This is an optimization exercise on Yosys and OpenROAD, whose aim is small area, not a production implementation. In this exercise RTL edits were held to simulation tests only and were not proved equivalent to the original. Power and IR drop assume default switching activity.

wip/garnet:
==> flow/design.v (excerpt) <==
module audio_generator_12b_unsigned (Clock, nStart, Select, Out);
Size: roughly 3200 cells after synthesis, roughly 260 flip-flops, about 26 I/O pins, about 0.022 mm^2 of cells after synthesis.
clock: 20.0 ns
lec_check: 0
abc_area: 1
cap_margin: 10
core_margin: 2
core_utilization: 60
gpl_timing_driven: 0
slew_margin: 10
standard.sh (not shown) runs the stock make flow with config.mk's settings and CLKGATE_MAP_FILE= SYNTH_SCRIPT=/design/flow/synth_recipe.tcl, a recipe that flattens the netlist after the stock synthesis.
==> flow/flow/run.sh <==
#!/bin/bash
# Own layout flow: the standard ORFS flow (standard.sh) with these changes.
# Synthesis (a copy of ORFS's synth.tcl, edited below):
#  - the mixer's full adders, module mix_fa in the RTL, are kept as a
#    hierarchy level and each instance becomes one sky130 fa_1 cell
#    (mix_fa has the fa_1 port names and function); Yosys's extract_fa is
#    not run;
#  - ABC maps the rest with the area-oriented script flow/abc_area.script.
#  Registers, flattening and renaming are as in the standard synthesis.
# Layout: the make variable assignments in flow/extra_args.txt (one per
# line) are passed to the standard flow (CTS and port buffer arguments).
# Each tool's output goes to orfs/logs as in the standard flow; make's
# output goes to flow_make.log here.
set -euo pipefail
W=$(pwd)
F=$W/flow
sed -e 's|^\(hierarchy -check -top \$::env(DESIGN_NAME)\)$|\1\nsetattr -mod -set keep_hierarchy 1 mix_fa|' \
    -e 's|^\( *\)extract_fa {\*}\[dont_use_extract_fa_args\]|\1chtype -map mix_fa sky130_fd_sc_hd__fa_1\n\1delete mix_fa|' \
    -e "s|^\( *\)log_cmd abc {\*}\$abc_args|\1log_cmd abc {*}[lreplace \$abc_args 1 1 $F/abc_area.script]|" \
    "$FLOW_HOME/scripts/synth.tcl" > "$W/synth_area.tcl"
grep -q "keep_hierarchy 1 mix_fa" "$W/synth_area.tcl"
grep -q "chtype -map mix_fa sky130_fd_sc_hd__fa_1" "$W/synth_area.tcl"
grep -q "abc_area.script" "$W/synth_area.tcl"
sed -e "s|source \$::env(SCRIPTS_DIR)/synth.tcl|source $W/synth_area.tcl|" "$W/synth_recipe.tcl" > "$W/synth_recipe_area.tcl"
grep -q "synth_area.tcl" "$W/synth_recipe_area.tcl"
sed -e "s|SYNTH_SCRIPT=[^ ]*|SYNTH_SCRIPT=$W/synth_recipe_area.tcl|" "$W/standard.sh" > "$W/standard_area.sh"
grep -q "synth_recipe_area.tcl" "$W/standard_area.sh"
ARGS=()
if [[ -f "$F/extra_args.txt" ]]; then
  while IFS= read -r line; do
    [[ -z "$line" || "$line" == \#* ]] && continue
    ARGS+=("$line")
  done < "$F/extra_args.txt"
fi
bash "$W/standard_area.sh" "${ARGS[@]}" finish > "$W/flow_make.log" 2>&1
==> flow/flow/abc_area.script <==
strash; dch; amap -m -C 2000 -F 3 -A 8; topo
==> flow/flow/extra_args.txt <==
CTS_ARGS=-sink_clustering_enable -repair_clock_nets -dont_use_dummy_load -buf_list sky130_fd_sc_hd__clkbuf_4 -sink_clustering_size 10 -sink_clustering_max_diameter 35
BUFFER_PORTS_ARGS=-buffer_cell sky130_fd_sc_hd__buf_1
Per the final summary, wip/garnet finished and its layout is clean on timing, DRC and antenna.
The inputs of wip/pepper differ from those of wip/garnet as listed below.
Settings: clearing GPL_TIMING_DRIVEN, which used to be 0.
Findings:
Final area across wip/pepper and wip/garnet: no real change. In wip/pepper the combinational power turned out about 1% higher than in wip/garnet. met3 layer usage reported by global route was higher in wip/garnet than in wip/pepper. Diff wip/garnet -> wip/pepper | share of power burned in combinational logic | increase of 0.3 points. Maximum resistive drop on vdd was lower in the run labelled wip/pepper. Comparing wip/garnet against wip/pepper, there is no change at all in starting utilization of the core area. Between wip/garnet and wip/pepper, the clock tree cell share of total cell area does not differ in any meaningful way. On number of standard cells in the final layout excluding fillers, wip/pepper and wip/garnet are neck and neck.
Inputs modified between wip/pepper and wip/yarrow:
==> flow/flow/extra_args.txt <==
CTS_ARGS=-sink_clustering_enable -repair_clock_nets -dont_use_dummy_load -buf_list sky130_fd_sc_hd__clkbuf_4 -sink_clustering_size 12 -sink_clustering_max_diameter 30
BUFFER_PORTS_ARGS=-buffer_cell sky130_fd_sc_hd__buf_1
Notes after the runs:
Changes observed in wip/yarrow relative to wip/pepper: proportion of final cell area spent on non-clock buffers has remained practically unchanged, area added between synthesis and finish has increased, proportion of power drawn by combinational gates has remained practically unchanged.
| power after layout | wip/yarrow vs wip/pepper | worse |
Ratio of cells with drive above 1 in the final layout | wip/yarrow above wip/pepper
Clock buffer count from CTS, wip/yarrow vs wip/pepper: up by more than 10%
wip/yarrow gives less global-route usage than wip/pepper did.
wip/yarrow leaves more setup margin than wip/pepper.
diff inputs: wip/yarrow => wip/nickel
==> flow/flow/extra_args.txt <==
CTS_ARGS=-sink_clustering_enable -repair_clock_nets -dont_use_dummy_load -buf_list sky130_fd_sc_hd__clkbuf_2 -root_buf sky130_fd_sc_hd__clkbuf_4 -tree_buf sky130_fd_sc_hd__clkbuf_4 -sink_clustering_size 5 -sink_clustering_max_diameter 20
BUFFER_PORTS_ARGS=-buffer_cell sky130_fd_sc_hd__buf_1
==> summary.txt <==
Between wip/yarrow and wip/nickel, the routed wirelength normalized by instance count does not differ in any meaningful way.
Summary: switching power of the nets, wip/nickel worse than wip/yarrow
In the reports for wip/nickel and wip/yarrow, the smaller area added between synthesis and finish belongs to wip/yarrow.
Taking wip/yarrow as the reference, in wip/nickel total routed wirelength moved up; fraction of power spent switching nets moved up; final critical-path setup slack moved down; via count moved up.

==> afterwards: timing with drivers on the ports <==
No port has a modelled driver above. Below, the same layouts with a new extraction and two added sets of constraints.
Step 1 (the two cells are an assumption about what drives the block):
set clk [get_ports {Clock}]
set_driving_cell -lib_cell sky130_fd_sc_hd__clkbuf_16 $clk
set_driving_cell -lib_cell sky130_fd_sc_hd__buf_2 [delete_from_list [all_inputs] $clk]
Step 2, shift: input delay + t, output delay - t, t = (earliest + latest rising clock arrival at the registers) / 2. This alone moves slack from input paths to output paths.
a / b / c = ideal ports / drivers / drivers and shift; a / b = the first two.
| run | t, ns | setup WS [ns] | worst slew at a driven data input, ns |
|---|---|---|---|
| wip/garnet | 0.827 | 6.145 / 6.175 / 5.348 | 0.05 |
| wip/pepper | 0.837 | 6.747 / 6.780 / 5.943 | 0.04 |
| wip/yarrow | 0.865 | 6.853 / 6.885 / 6.021 | 0.04 |
| wip/nickel | 0.795 | 6.690 / 6.720 / 5.925 | 0.04 |
After both steps every run listed still meets setup and hold. The setup slack of wip/yarrow, which loses most, moves by +0.032 ns with the drivers and by -0.832 ns with both steps.
